This design comes from an exercise in tuning for small area, a short achievable clock period and few clock cycles per item on the open sky130 flow, not from production work.
No functional check of the RTL was part of any run shown here.
Power is estimated from default activity; no workload was simulated.

==> flow/design.v (outline; a module is shown in full before it is edited, if it fits) <==
// module Convolution: 2105 lines
// module fa: 6 lines
// module cpa: 24 lines
module Convolution(clk, rst_n, in_valid, weight_valid,
  In_IFM_1, In_IFM_2, In_IFM_3, In_IFM_4, In_IFM_5, In_IFM_6, In_IFM_7, In_IFM_8, In_IFM_9,
  In_Weight_1, In_Weight_2, In_Weight_3, In_Weight_4, In_Weight_5, In_Weight_6, In_Weight_7, In_Weight_8, In_Weight_9,
  out_valid, Out_OFM);
  // ...
==> flow/run.sh <==
#!/bin/bash
# synth_recipe.tcl (not shown) runs the flow's synth.tcl, then flattens the netlist and writes it again
# the make line also repeats each setting of config.mk as NAME=value (left out here)
make -C /OpenROAD-flow-scripts/flow DESIGN_CONFIG=/design/flow/config.mk WORK_HOME=/design/flow/orfs CLKGATE_MAP_FILE= SYNTH_SCRIPT=/design/flow/synth_recipe.tcl finish
==> flow/config.mk <==
export PLATFORM = sky130hd
export DESIGN_NAME = Convolution
export DESIGN_NICKNAME = Convolution
export VERILOG_FILES = /design/flow/design.v
export SDC_FILE = /design/flow/constraint.sdc
export NUM_CORES = 8
export LEC_CHECK = 0
export ABC_CLOCK_PERIOD_IN_PS = 2000
export CAP_MARGIN = 20
export CORE_MARGIN = 2
export CORE_UTILIZATION = 60
export PLACE_DENSITY = 0.7
export SETUP_SLACK_MARGIN = 5
export SLEW_MARGIN = 20
export SYNTH_HIERARCHICAL = 1
==> flow/constraint.sdc <==
create_clock -name core_clock -period 8.0 [get_ports {clk}]
set_input_delay 1.6000 -clock core_clock [delete_from_list [all_inputs] [get_ports {clk}]]
set_output_delay 1.6000 -clock core_clock [all_outputs]
set_load 0.01 [all_outputs]
==> impl_results.html, run 1 <==
<table>
<tr><th>Metric</th><th>Value</th></tr>
<tr><th colspan="2">Outcome</th></tr>
<tr><td>Outcome</td><td>no timing/DRC/antenna violations</td></tr>
<tr><th colspan="2">Synth</th></tr>
<tr><td>Number of warnings issued by yosys</td><td>7</td></tr>
<tr><td>Share of the yosys chip area belonging to registers</td><td>0.328</td></tr>
<tr><td>Mean instance size in the synthesized netlist</td><td>13.5 um^2</td></tr>
<tr><td>Synthesized-area fraction occupied by xor and xnor cells</td><td>0.00454</td></tr>
<tr><td>Cell type with the largest total area after synthesis</td><td>sky130_fd_sc_hd__fa_1</td></tr>
<tr><td>EDFF count, synth</td><td>72</td></tr>
<tr><th colspan="2">Layout</th></tr>
<tr><td>Leading cell types in the layout, fill and taps excluded</td><td>571 x sky130_fd_sc_hd__nand2_1, 556 x sky130_fd_sc_hd__fa_1, 265 x sky130_fd_sc_hd__dfxtp_1</td></tr>
<tr><td>Fraction of area in multi-input gates</td><td>0.551</td></tr>
<tr><td>Sequential Area</td><td>7590 um^2</td></tr>
<tr><td>Flip-flop count of the largest register, all copies and words added</td><td>20</td></tr>
<tr><td>Util after Layout</td><td>0.665</td></tr>
<tr><td>Multi-input gates</td><td>1209</td></tr>
<tr><td>Layout filler cell count</td><td>2762</td></tr>
<tr><th colspan="2">Timing</th></tr>
<tr><td>Count of endpoints failing setup in the final report</td><td>0</td></tr>
<tr><td>Total negative slack</td><td>0 ns</td></tr>
<tr><td>Number of hold violations in the final report</td><td>0</td></tr>
<tr><th colspan="2">Clock network</th></tr>
<tr><td>Maximum clock path buffer count</td><td>3</td></tr>
<tr><td>Clock net sink count</td><td>342</td></tr>
<tr><th colspan="2">GRT</th></tr>
<tr><td>Met1 capacity usage during global routing</td><td>0.410</td></tr>
<tr><td>Met2 track demand over resource</td><td>0.513</td></tr>
<tr><td>Overall overflow remaining after global route</td><td>0</td></tr>
<tr><th colspan="2">Setup path</th></tr>
<tr><td>Most frequent cell on the critical path</td><td>sky130_fd_sc_hd__fa_1</td></tr>
<tr><td>Count of cell instances traversed by the critical path</td><td>5</td></tr>
<tr><td>Flop2flop setup slack</td><td>5.08 ns</td></tr>
<tr><th colspan="2">Routing</th></tr>
<tr><td>Met3 WL</td><td>5240 um</td></tr>
<tr><td>Via-per-instance ratio</td><td>5.51</td></tr>
<tr><td>Overall routed net length</td><td>57700 um</td></tr>
<tr><th colspan="2">Die</th></tr>
<tr><td>Die extent in x</td><td>200 um</td></tr>
<tr><td>Die H</td><td>200 um</td></tr>
<tr><th colspan="2">Placed design</th></tr>
<tr><td>Post-Place Cell Area</td><td>23900 um^2</td></tr>
<tr><th colspan="2">Power and ir drop</th></tr>
<tr><td>Switch Pwr</td><td>4.40 mW</td></tr>
<tr><td>Clk pwr share</td><td>0.163</td></tr>
</table>
==> inputs of run 2 (changes only) <==
==> flow/flow/run.sh (new file) <==
#!/bin/bash
# Own flow: the standard ORFS flow (standard synthesis, same steps), with
#  - port buffers of a plain small buffer cell (every input and output port still gets one),
#  - a tighter setup-slack target for the resizer's timing repair.
# Each tool's full output goes to flow_*.log in this folder; ORFS's own per-step logs stay
# under orfs/logs/.
set -euo pipefail
MARGIN=$(cat flow/margin.txt 2>/dev/null || echo 5.4)
export BUFFER_PORTS_ARGS="-buffer_cell sky130_fd_sc_hd__buf_1"
bash standard.sh SETUP_SLACK_MARGIN=$MARGIN finish > flow_orfs.log 2>&1
==> flow/flow/margin.txt (new file) <==
5.2
==> flow/standard.sh (new file) <==
#!/bin/bash
# synth_recipe.tcl (not shown) runs the flow's synth.tcl, then flattens the netlist and writes it again
# the make line also repeats each setting of config.mk as NAME=value (left out here)
make -C /OpenROAD-flow-scripts/flow DESIGN_CONFIG=/design/flow/config.mk WORK_HOME=/design/flow/orfs CLKGATE_MAP_FILE= SYNTH_SCRIPT=/design/flow/synth_recipe.tcl "${@:-finish}"
--- a/flow/config.mk
+++ b/flow/config.mk
@@ -12,3 +12,2 @@
 export PLACE_DENSITY = 0.7
-export SETUP_SLACK_MARGIN = 5
 export SLEW_MARGIN = 20
removed: flow/run.sh
==> run 2 against run 1 <==
Net effect: core utilization increased by 1.1 points; wire length increased by 3.7%; global-route usage increased by 0.35 points; sequential cell count unchanged; non-clock buffer count increased by 81; sequential share of layout area decreased by 0.14 points; maximum frequency increased by 2.7%; largest power group unchanged.
==> impl_results.html, run 2 <==
<table>
<tr><th>Metric</th><th>Value</th></tr>
<tr><th colspan="2">Layout</th></tr>
<tr><td>Flip-flop count of the largest register, all copies and words added</td><td>20 (unchanged)</td></tr>
<tr><td>Fraction of final layout cells sized beyond drive strength 1</td><td>0.142</td></tr>
<tr><td>Area growth, synth to finish</td><td>10.5%</td></tr>
<tr><td>Most common cell after layout, fill and taps aside</td><td>sky130_fd_sc_hd__nand2_1</td></tr>
<tr><td>Leading cell types in the layout, fill and taps excluded</td><td>569 x sky130_fd_sc_hd__nand2_1, 512 x sky130_fd_sc_hd__fa_1, 195 x sky130_fd_sc_hd__dfxtp_1</td></tr>
<tr><td>Number of nets in the layout</td><td>2593</td></tr>
<tr><td>Diodes inserted</td><td>0</td></tr>
<tr><td>Register ranked first by flip-flop count</td><td>ofm</td></tr>
<tr><th colspan="2">Setup path</th></tr>
<tr><td>Critical path peak fanout</td><td>1</td></tr>
<tr><td>Worst EP arrival</td><td>3.27 ns</td></tr>
<tr><td>Worst setup path category</td><td>reg2reg</td></tr>
<tr><td>Worst endpoint required time</td><td>8.43 ns</td></tr>
<tr><td>Launching element type of the critical path</td><td>register</td></tr>
<tr><td>Critical Path Sink Type</td><td>register</td></tr>
<tr><th colspan="2">Power and ir drop</th></tr>
<tr><td>Leakage power</td><td>9.21 nW</td></tr>
<tr><td>Pwr/cell area</td><td>425 nW/um^2</td></tr>
<tr><td>Total power consumption of the routed design</td><td>10.9 mW</td></tr>
<tr><td>Clk pwr share</td><td>0.165 (+0.002)</td></tr>
<tr><td>Switch Pwr</td><td>4.42 mW (+0.46%)</td></tr>
<tr><td>Max rail drop VDD</td><td>0.000511 V</td></tr>
<tr><td>Sw frac</td><td>0.406</td></tr>
<tr><td>Internal power</td><td>6.45 mW</td></tr>
<tr><td>Combinational power share</td><td>0.573</td></tr>
<tr><td>Relative contribution of sequential cells to total power</td><td>0.262</td></tr>
<tr><th colspan="2">Routing</th></tr>
<tr><td>DRT Pass-1 Iters</td><td>7</td></tr>
<tr><td>Total vias in the final route</td><td>13390</td></tr>
<tr><td>Overall routed net length</td><td>59800 um (+3.7%)</td></tr>
<tr><td>Detail-routed net length per standard cell</td><td>24.7 um</td></tr>
<tr><td>Post-route DRC</td><td>0</td></tr>
<tr><td>Via-per-instance ratio</td><td>5.54 (+0.57%)</td></tr>
<tr><td>Iteration-0 DRC count of the detailed router</td><td>1222</td></tr>
<tr><td>Post-detailed-route count of antenna-violating nets</td><td>0</td></tr>
<tr><th colspan="2">Clock network</th></tr>
<tr><td>TritonCTS clock tree</td><td>done</td></tr>
<tr><td>Root buf cell</td><td>sky130_fd_sc_hd__clkbuf_16</td></tr>
<tr><td>Number of H-tree levels</td><td>2</td></tr>
<tr><td>CTS clock-pin slew for the worst setup and hold paths</td><td>0.06 ns</td></tr>
<tr><td>Maximum clock path buffer count</td><td>3 (unchanged)</td></tr>
<tr><td>Clock latency on the worst-skew pair</td><td>0.57 ns</td></tr>
<tr><td>Hold_buf cts</td><td>0</td></tr>
<tr><td>Number of buffers inserted during clock tree synthesis</td><td>38</td></tr>
<tr><td>Clock net sink count</td><td>342 (unchanged)</td></tr>
<tr><th colspan="2">Min path</th></tr>
<tr><td>Type of the tightest min-delay check</td><td>reg2reg</td></tr>
<tr><th colspan="2">Synth</th></tr>
<tr><td>EDFF count, synth</td><td>72 (unchanged)</td></tr>
<tr><td>Synth top cells by count</td><td>571 x sky130_fd_sc_hd__nand2_1, 556 x sky130_fd_sc_hd__fa_1, 266 x sky130_fd_sc_hd__dfxtp_1</td></tr>
<tr><td>Synthesized netlist cell count</td><td>1718</td></tr>
<tr><td>Mean instance size in the synthesized netlist</td><td>13.5 um^2 (unchanged)</td></tr>
<tr><td>Cell type with the largest total area after synthesis</td><td>sky130_fd_sc_hd__fa_1</td></tr>
<tr><td>Number of warnings issued by yosys</td><td>7 (unchanged)</td></tr>
<tr><td>Area share of the leading cell type in the synthesized netlist</td><td>0.481</td></tr>
<tr><td>Proportion of register bits with asynchronous set or reset after synthesis</td><td>0.0117</td></tr>
<tr><td>Top area cells in the synthesized netlist</td><td>sky130_fd_sc_hd__fa_1 48%, sky130_fd_sc_hd__dfxtp_1 23%, sky130_fd_sc_hd__edfxtp_1 9.3%, sky130_fd_sc_hd__nand2_1 9.3%, sky130_fd_sc_hd__buf_6 7.0%</td></tr>
<tr><td>Cell area after synthesis</td><td>23200 um^2</td></tr>
<tr><td>Number of library cell types mapped by synthesis</td><td>28</td></tr>
<tr><td>Share of the yosys chip area belonging to registers</td><td>0.328 (unchanged)</td></tr>
<tr><td>Cell with the most instances after synthesis</td><td>sky130_fd_sc_hd__nand2_1</td></tr>
<tr><td>Synthesis-stage register bit count</td><td>342</td></tr>
<tr><td>Most used DFF post-synth</td><td>sky130_fd_sc_hd__dfxtp_1</td></tr>
<tr><th colspan="2">Placed design</th></tr>
<tr><td>Global placer's final weighted congestion</td><td>0.992</td></tr>
<tr><td>HPWL Detailed</td><td>49100 um</td></tr>
<tr><td>Number of buffers inserted by port buffering</td><td>168</td></tr>
<tr><td>Dpl ws</td><td>5.02 ns</td></tr>
<tr><th colspan="2">Timing</th></tr>
<tr><td>Setup repair after global routing missed its margin</td><td>yes</td></tr>
<tr><td>Slew @ Worst Pin</td><td>0.807 ns</td></tr>
<tr><td>Count of endpoints failing setup in the final report</td><td>0 (unchanged)</td></tr>
<tr><td>Maximum achievable frequency</td><td>352 MHz</td></tr>
<tr><td>Min Tclk post-route</td><td>2.84 ns</td></tr>
<tr><td>Final-report max-slew violation count</td><td>0</td></tr>
<tr><td>Remaining max-slew budget at the tightest pin</td><td>0.462</td></tr>
<tr><td>Setup slack after layout</td><td>5.16 ns</td></tr>
<tr><td>Layout Skew</td><td>0.0149 ns</td></tr>
<tr><td>Total negative slack</td><td>0 ns (unchanged)</td></tr>
<tr><td>Tcrit/Tclk final</td><td>0.355</td></tr>
<tr><td>Number of hold violations in the final report</td><td>0 (unchanged)</td></tr>
<tr><th colspan="2">GRT</th></tr>
<tr><td>Wire length of the first global-routing pass</td><td>90800 um</td></tr>
<tr><td>Number of antenna violations at the first check in global routing</td><td>0</td></tr>
<tr><td>GRT Util Overall</td><td>0.315</td></tr>
<tr><td>Via count of the first global-routing pass</td><td>14995</td></tr>
<tr><td>Overall overflow remaining after global route</td><td>0 (unchanged)</td></tr>
<tr><td>Pin count of the biggest net entering global routing</td><td>73</td></tr>
<tr><th colspan="2">Die</th></tr>
<tr><td>Initial Util</td><td>0.612</td></tr>
<tr><td>Overall die area</td><td>40200 um^2</td></tr>
<tr><td>Total core area</td><td>37800 um^2</td></tr>
<tr><td>I/O Pins</td><td>170</td></tr>
<tr><td>Die H</td><td>200 um (unchanged)</td></tr>
<tr><td>Core Rows</td><td>71</td></tr>
<tr><td>Die extent in x</td><td>200 um (unchanged)</td></tr>
<tr><th colspan="2">Run</th></tr>
<tr><td>Max-Cap Viols</td><td>0</td></tr>
<tr><th colspan="2">Outcome</th></tr>
<tr><td>Outcome</td><td>no timing/DRC/antenna violations</td></tr>
</table>
-- run 2: changes by cell type in the layout (fill, tap and decap cells not counted), moves of 44 or more --
| cell | delta |
|---|---|
| sky130_fd_sc_hd__buf_1 | +167 |
| sky130_fd_sc_hd__buf_12 | +49 |
| sky130_fd_sc_hd__clkdlybuf4s50_1 | -146 |
| sky130_fd_sc_hd__dfxtp_1 | -70 |
| sky130_fd_sc_hd__dfxtp_2 | +69 |
| sky130_fd_sc_hd__fa_1 | -44 |
| sky130_fd_sc_hd__fa_2 | +44 |
-- run 2: logic make-up (layout without fill, tap and decap cells) --
family	count (synthesis)	count (layout)	share of synthesized area
buffers and inverters	178	355	0.0757
other	2	13	0.000324
AO/OA/AOI/OAI	27	27	0.00778
XOR/XNOR	12	12	0.00454
AND/OR/NAND/NOR	589	589	0.0970
adder cells (fa/ha/maj)	568	568	0.487
flip-flops	342	342	0.328
-- run 2: repair_timing --
item | in CTS | in global routing
setup endpoints to repair | 61 | 59
setup buffers | 59 | 26
pin swaps | 0 | 19
endpoints found under the hold margin | 0 | 0
resized for setup | 52 | 67
-- run 2: worst max-delay path: stages (launching register included) --
cell and delay (ns):
sky130_fd_sc_hd__dfxtp_2 0.35, sky130_fd_sc_hd__fa_2 0.41, sky130_fd_sc_hd__fa_1 0.52, sky130_fd_sc_hd__fa_1 0.44, sky130_fd_sc_hd__fa_1 0.52, sky130_fd_sc_hd__fa_1 0.46
-- run 2: power by group through the flow --
| stage | logic (mW) | registers, mW | clock network, mW |
|---|---|---|---|
| 2_1_floorplan | 3.97 | 2.77 | 0 |
| 3_3_place_gp | 5.83 | 2.92 | 0 |
| 3_5_place_dp | 6.05 | 2.93 | 0 |
| 4_1_cts | 6.23 | 2.86 | 1.83 |
| 5_1_grt | 7.09 | 2.90 | 1.91 |
| 6_report | 6.23 | 2.85 | 1.80 |
-- run 2: area by class of cell --
class	instances	area, um^2
Clock buffer	52	1100
Clock inverter	17	179
Fill cell	2762	12300
Inverter	33	124
Multi-Input combinational cell	1209	14000
Sequential cell	342	7680
Tap cell	511	639
Timing Repair Buffer	253	1890
-- run 2: layer usage --
layer / global-route usage / vias to the layer above / wire length [um]
li1: - / 5463 / -
met1: 0.410 / 6901 / 21100
met2: 0.516 / 863 / 29100
met3: 0.0631 / 163 / 6140
met4: 0.151 / 0 / 3400
met5: 0 / - / 0
-- run 2: per-stage QoR --
stage | util | hold WS (ns) | cells | area (um^2)
2_1_floorplan | - | 0.310 | 1729 | 23200
3_3_place_gp | 0.604 | 0.312 | 2263 | 22800
3_5_place_dp | 0.604 | 0.312 | 2263 | 22800
4_1_cts | 0.664 | 0.326 | 2391 | 25100
5_1_grt | 0.676 | 0.329 | 2417 | 25600
6_report | 0.676 | 0.325 | 2417 | 25600
-- run 2: final timing paths --
| check | from | endpoint | slack [ns] | cells past startpoint |
|---|---|---|---|---|
| max | k1_916$_DFF_P_ | k2_1238$_DFF_P_ | 5.16 | 5 |
| min | k1_880$_DFF_P_ | k2_1228$_DFF_P_ | 0.33 | 0 |
| max reg2reg | k1_916$_DFF_P_ | k2_1238$_DFF_P_ | 5.16 | 5 |
| min reg2reg | k1_880$_DFF_P_ | k2_1228$_DFF_P_ | 0.33 | 0 |
| max in group asynchronous | rst_n | vld[0]$_DFF_PN0_ | 6.98 | 1 |
| min in group asynchronous | rst_n | vld[3]$_DFF_PN0_ | 0.85 | 1 |
-- run 2: Yosys stat by module (local to each module, per instance), a selection --
module	area, um^2	flip-flops and latches	times used	cells inside
Convolution	11400	342	1	1072
fa	20.0	0	555	1
==> inputs of run 3 (changes only) <==
==> flow/flow/margin.txt (replaced) <==
5.0
==> run 3 against run 2 <==
Net effect: still clean; global-route usage down 0.50 points; sequential power up 2%; synthesized cell count unchanged; critical path depth unchanged; area after synthesis unchanged; wire length down 3.3%; setup slack worse by 0.13 ns; critical endpoint is now k1_915$_DFF_P_; largest cell class unchanged.
==> impl_results.html, run 3 <==
<table>
<tr><th>Metric</th><th>Value</th></tr>
<tr><th colspan="2">Routing</th></tr>
<tr><td>Iteration-0 DRC count of the detailed router</td><td>1260 (+3.1%)</td></tr>
<tr><td>Total vias in the final route</td><td>12907 (-3.6%)</td></tr>
<tr><td>Overall routed net length</td><td>57800 um (-3.3%)</td></tr>
<tr><td>Post-route DRC</td><td>0 (unchanged)</td></tr>
<tr><td>Post-detailed-route count of antenna-violating nets</td><td>0 (unchanged)</td></tr>
<tr><td>Detail-routed net length per standard cell</td><td>24.8 um (about the same)</td></tr>
<tr><td>DRT Pass-1 Iters</td><td>6 (-1)</td></tr>
<tr><td>Via-per-instance ratio</td><td>5.53 (-0.26%)</td></tr>
<tr><th colspan="2">Timing</th></tr>
<tr><td>Maximum achievable frequency</td><td>337 MHz (-4.3%)</td></tr>
<tr><td>Remaining max-slew budget at the tightest pin</td><td>0.468 (+0.00598)</td></tr>
<tr><td>Count of endpoints failing setup in the final report</td><td>0 (unchanged)</td></tr>
<tr><td>Min Tclk post-route</td><td>2.97 ns (+0.127 ns)</td></tr>
<tr><td>Setup repair after global routing missed its margin</td><td>no</td></tr>
<tr><td>Tcrit/Tclk final</td><td>0.371 (+0.0159)</td></tr>
<tr><td>Number of hold violations in the final report</td><td>0 (unchanged)</td></tr>
<tr><td>Total negative slack</td><td>0 ns (unchanged)</td></tr>
<tr><td>Layout Skew</td><td>0.0169 ns (+0.00199 ns)</td></tr>
<tr><td>Final-report max-slew violation count</td><td>0 (unchanged)</td></tr>
<tr><td>Slew @ Worst Pin</td><td>0.798 ns (-0.00896 ns)</td></tr>
<tr><th colspan="2">Clock network</th></tr>
<tr><td>Clock latency on the worst-skew pair</td><td>0.57 ns (about the same)</td></tr>
<tr><td>Number of buffers inserted during clock tree synthesis</td><td>38 (unchanged)</td></tr>
<tr><td>Root buf cell</td><td>sky130_fd_sc_hd__clkbuf_16</td></tr>
<tr><td>Number of H-tree levels</td><td>2 (unchanged)</td></tr>
<tr><td>Clock net sink count</td><td>342 (unchanged)</td></tr>
<tr><td>TritonCTS clock tree</td><td>done</td></tr>
<tr><td>CTS clock-pin slew for the worst setup and hold paths</td><td>0.06 ns (about the same)</td></tr>
<tr><td>Hold_buf cts</td><td>0 (unchanged)</td></tr>
<tr><td>Maximum clock path buffer count</td><td>3 (unchanged)</td></tr>
<tr><th colspan="2">Layout</th></tr>
<tr><td>Layout filler cell count</td><td>2935 (+6.3%)</td></tr>
<tr><td>Diodes inserted</td><td>0 (unchanged)</td></tr>
<tr><td>Number of nets in the layout</td><td>2512 (-3.1%)</td></tr>
<tr><td>Total non-filler cell area in the finished layout</td><td>24200 um^2 (-5.4%)</td></tr>
<tr><td>Most common cell after layout, fill and taps aside</td><td>sky130_fd_sc_hd__nand2_1</td></tr>
<tr><td>Leading cell types in the layout, fill and taps excluded</td><td>571 x sky130_fd_sc_hd__nand2_1, 556 x sky130_fd_sc_hd__fa_1, 263 x sky130_fd_sc_hd__dfxtp_1</td></tr>
<tr><td>Area growth, synth to finish</td><td>4.53%</td></tr>
<tr><td>Fraction of final layout cells sized beyond drive strength 1</td><td>0.0416 (-0.101)</td></tr>
<tr><td>Register ranked first by flip-flop count</td><td>ofm</td></tr>
<tr><td>Flip-flop count of the largest register, all copies and words added</td><td>20 (unchanged)</td></tr>
<tr><th colspan="2">Die</th></tr>
<tr><td>Total core area</td><td>37800 um^2 (unchanged)</td></tr>
<tr><td>I/O Pins</td><td>170 (unchanged)</td></tr>
<tr><td>Initial Util</td><td>0.612 (unchanged)</td></tr>
<tr><td>Die extent in x</td><td>200 um (unchanged)</td></tr>
<tr><td>Die H</td><td>200 um (unchanged)</td></tr>
<tr><td>Core Rows</td><td>71 (unchanged)</td></tr>
<tr><td>Overall die area</td><td>40200 um^2 (unchanged)</td></tr>
<tr><th colspan="2">Setup path</th></tr>
<tr><td>Worst setup path category</td><td>reg2reg</td></tr>
<tr><td>Launching element type of the critical path</td><td>register</td></tr>
<tr><td>Critical Path Sink Type</td><td>register</td></tr>
<tr><td>Critical path peak fanout</td><td>8 (+7)</td></tr>
<tr><td>Worst endpoint required time</td><td>8.44 ns (about the same)</td></tr>
<tr><td>Worst EP arrival</td><td>3.40 ns (+0.13 ns)</td></tr>
<tr><th colspan="2">GRT</th></tr>
<tr><td>Number of antenna violations at the first check in global routing</td><td>0 (unchanged)</td></tr>
<tr><td>Pin count of the biggest net entering global routing</td><td>73 (unchanged)</td></tr>
<tr><td>Wire length of the first global-routing pass</td><td>89300 um (-1.6%)</td></tr>
<tr><td>Overall overflow remaining after global route</td><td>0 (unchanged)</td></tr>
<tr><td>Met2 track demand over resource</td><td>0.506 (-0.00980)</td></tr>
<tr><td>Met3 layer usage reported by global route</td><td>0.0622 (-0.000974)</td></tr>
<tr><td>Met1 capacity usage during global routing</td><td>0.408 (-0.00180)</td></tr>
<tr><td>GRT Util Overall</td><td>0.310 (-0.00497)</td></tr>
<tr><td>Via count of the first global-routing pass</td><td>14494 (-3.3%)</td></tr>
<tr><td>Busiest layer in global routing</td><td>met2</td></tr>
<tr><th colspan="2">Outcome</th></tr>
<tr><td>Outcome</td><td>no timing/DRC/antenna violations</td></tr>
<tr><th colspan="2">Min path</th></tr>
<tr><td>Type of the tightest min-delay check</td><td>reg2reg</td></tr>
<tr><th colspan="2">Power and ir drop</th></tr>
<tr><td>Switch Pwr</td><td>4.35 mW (-1.6%)</td></tr>
<tr><td>Internal power</td><td>6.29 mW (-2.5%)</td></tr>
<tr><td>Combinational power share</td><td>0.559 (-0.014)</td></tr>
<tr><td>Clk pwr share</td><td>0.168 (+0.003)</td></tr>
<tr><td>Max rail drop VDD</td><td>0.000520 V (+1.8%)</td></tr>
<tr><td>Pwr/cell area</td><td>440 nW/um^2 (+3.4%)</td></tr>
<tr><td>Sw frac</td><td>0.409 (+0.00219)</td></tr>
<tr><td>Relative contribution of sequential cells to total power</td><td>0.273 (+0.011)</td></tr>
<tr><td>Leakage power</td><td>8.63 nW (-6.4%)</td></tr>
<tr><th colspan="2">Synth</th></tr>
<tr><td>Cell with the most instances after synthesis</td><td>sky130_fd_sc_hd__nand2_1</td></tr>
<tr><td>Mean instance size in the synthesized netlist</td><td>13.5 um^2 (unchanged)</td></tr>
<tr><td>Cell type with the largest total area after synthesis</td><td>sky130_fd_sc_hd__fa_1</td></tr>
<tr><td>Area share of the leading cell type in the synthesized netlist</td><td>0.481 (unchanged)</td></tr>
<tr><td>Proportion of register bits with asynchronous set or reset after synthesis</td><td>0.0117 (unchanged)</td></tr>
<tr><td>Synth top cells by count</td><td>571 x sky130_fd_sc_hd__nand2_1, 556 x sky130_fd_sc_hd__fa_1, 266 x sky130_fd_sc_hd__dfxtp_1</td></tr>
<tr><td>Number of library cell types mapped by synthesis</td><td>28 (unchanged)</td></tr>
<tr><td>Synthesis-stage register bit count</td><td>342 (unchanged)</td></tr>
<tr><td>Cell area after synthesis</td><td>23200 um^2 (unchanged)</td></tr>
<tr><td>Share of the yosys chip area belonging to registers</td><td>0.328 (unchanged)</td></tr>
<tr><td>Top area cells in the synthesized netlist</td><td>sky130_fd_sc_hd__fa_1 48%, sky130_fd_sc_hd__dfxtp_1 23%, sky130_fd_sc_hd__edfxtp_1 9.3%, sky130_fd_sc_hd__nand2_1 9.3%, sky130_fd_sc_hd__buf_6 7.0%</td></tr>
<tr><td>Most used DFF post-synth</td><td>sky130_fd_sc_hd__dfxtp_1</td></tr>
<tr><td>Number of warnings issued by yosys</td><td>7 (unchanged)</td></tr>
<tr><td>EDFF count, synth</td><td>72 (unchanged)</td></tr>
<tr><td>Synthesized netlist cell count</td><td>1718 (unchanged)</td></tr>
<tr><th colspan="2">Placed design</th></tr>
<tr><td>HPWL Detailed</td><td>49100 um (unchanged)</td></tr>
<tr><td>Post-Place Cell Area</td><td>22800 um^2 (unchanged)</td></tr>
<tr><td>Number of buffers inserted by port buffering</td><td>168 (unchanged)</td></tr>
<tr><td>Global placer's final weighted congestion</td><td>0.992 (unchanged)</td></tr>
<tr><th colspan="2">Run</th></tr>
<tr><td>Max-Cap Viols</td><td>0 (unchanged)</td></tr>
</table>
run 3: cell counts after synthesis:
Identical to the previous run, type by type.
run 3: layout make-up:
type,instances,area (um^2),area share
timing repair buffer,172,718,0.0297
tap,511,639,0.0264
clock inverter,17,179,0.00739
clock buffer,52,1100,0.0453
sequential,342,7590,0.314
multi-input combinational,1209,13900,0.573
inverter,33,124,0.00512
run 3: worst paths after layout:
kind | slack (ns) | start | cells after the start | endpoint
max in group asynchronous | 6.98 | rst_n | 1 | vld[1]$_DFF_PN0_
max reg2reg | 5.03 | w1[5]$_DFFE_PP_ | 5 | k1_915$_DFF_P_
min reg2reg | 0.33 | k1_880$_DFF_P_ | 0 | k2_1228$_DFF_P_
min | 0.33 | k1_880$_DFF_P_ | 0 | k2_1228$_DFF_P_
max | 5.03 | w1[5]$_DFFE_PP_ | 5 | k1_915$_DFF_P_
min in group asynchronous | 0.85 | rst_n | 1 | vld[3]$_DFF_PN0_
run 3: layer usage:
layer / part of all wire / vias to the layer above
met3: 0.10 / 136
met1: 0.36 / 6692
met2: 0.49 / 779
li1: - / 5300
met5: 0 / -
met4: 0.050 / 0
run 3: repair_timing:
action / 4_1_cts / 5_1_grt
setup buffers: 0 / 4
endpoints found under the setup margin: 0 / 9
gates resized for setup: 0 / 3
run 3: kinds of logic (layout without fill, tap and decap cells):
group	count (synthesis)	count (layout)	synth area share
compound gates	27	27	0.00778
fa+ha+maj	568	568	0.487
flops	342	342	0.328
other cells	2	13	0.000324
buf+inv	178	274	0.0757
simple gates	589	589	0.0970
xor+xnor	12	12	0.00454
run 3: Yosys stat by module, one instance, submodules excluded, excerpt:
module,cells,cell area (um^2)
fa,1,20.0
Convolution,1072,11400
run 3: metrics by stage:
step | power, mW | setup slack (ns) | std cells | util | hold slack [ns]
finish | 10.6 | 5.03 | 2336 | 0.640 | 0.325
global route | 11.7 | 5.00 | 2336 | 0.640 | 0.329
CTS | 10.8 | 5.04 | 2332 | 0.637 | 0.326
detailed placement | 8.98 | 5.02 | 2263 | 0.604 | 0.312
global placement | 8.75 | 5.06 | 2263 | 0.604 | 0.312
floorplan | 6.74 | 5.32 | 1729 | - | 0.310
run 3: power by group through the flow:
stage	Sequential [mW]	Clock [mW]	Combinational, mW
after floorplan	2.77	0	3.97
after global placement	2.92	0	5.83
after detailed placement	2.93	0	6.05
after CTS	2.90	1.83	6.10
after global routing	2.96	1.90	6.82
final	2.90	1.79	5.95
run 3: critical path: stages (launching register included):
cell,delay (ns)
sky130_fd_sc_hd__edfxtp_1,0.57
sky130_fd_sc_hd__nand2_1,0.14
sky130_fd_sc_hd__fa_1,0.53
sky130_fd_sc_hd__fa_1,0.56
sky130_fd_sc_hd__fa_1,0.55
sky130_fd_sc_hd__fa_1,0.49

## port drivers added, routing unchanged
Ports are ideal in the flow. The routed layouts listed here were re-timed in OpenROAD.
Step 1 sets driving cells, clkbuf_16 on the clock port and buf_2 on the other inputs (assumed; they add their load-dependent delay and slew).
Step 2 moves the port delays by t, midway between the first and last clock arrival at a register: inputs arrive t later, outputs are due t later. That takes back most of the time a late clock gives input paths.
Slacks: ideal / step 1 / step 2; pairs: ideal / step 1.
run | shift t [ns] | setup slack, ns | slew at the worst register clock pin (ns) | worst data-port slew with drivers (ns)
run 1 | 0.608 | 5.082 / 5.082 / 4.923 | 0.06 / 0.06 | 0.07
run 2 | 0.615 | 5.160 / 5.160 / 5.160 | 0.06 / 0.06 | 0.06
run 3 | 0.615 | 5.033 / 5.033 / 5.033 | 0.07 / 0.07 | 0.06
After both steps every run listed still meets setup and hold. For run 1, which loses most, drivers alone change the setup slack by 0.000 ns; drivers and shift together by -0.159 ns.
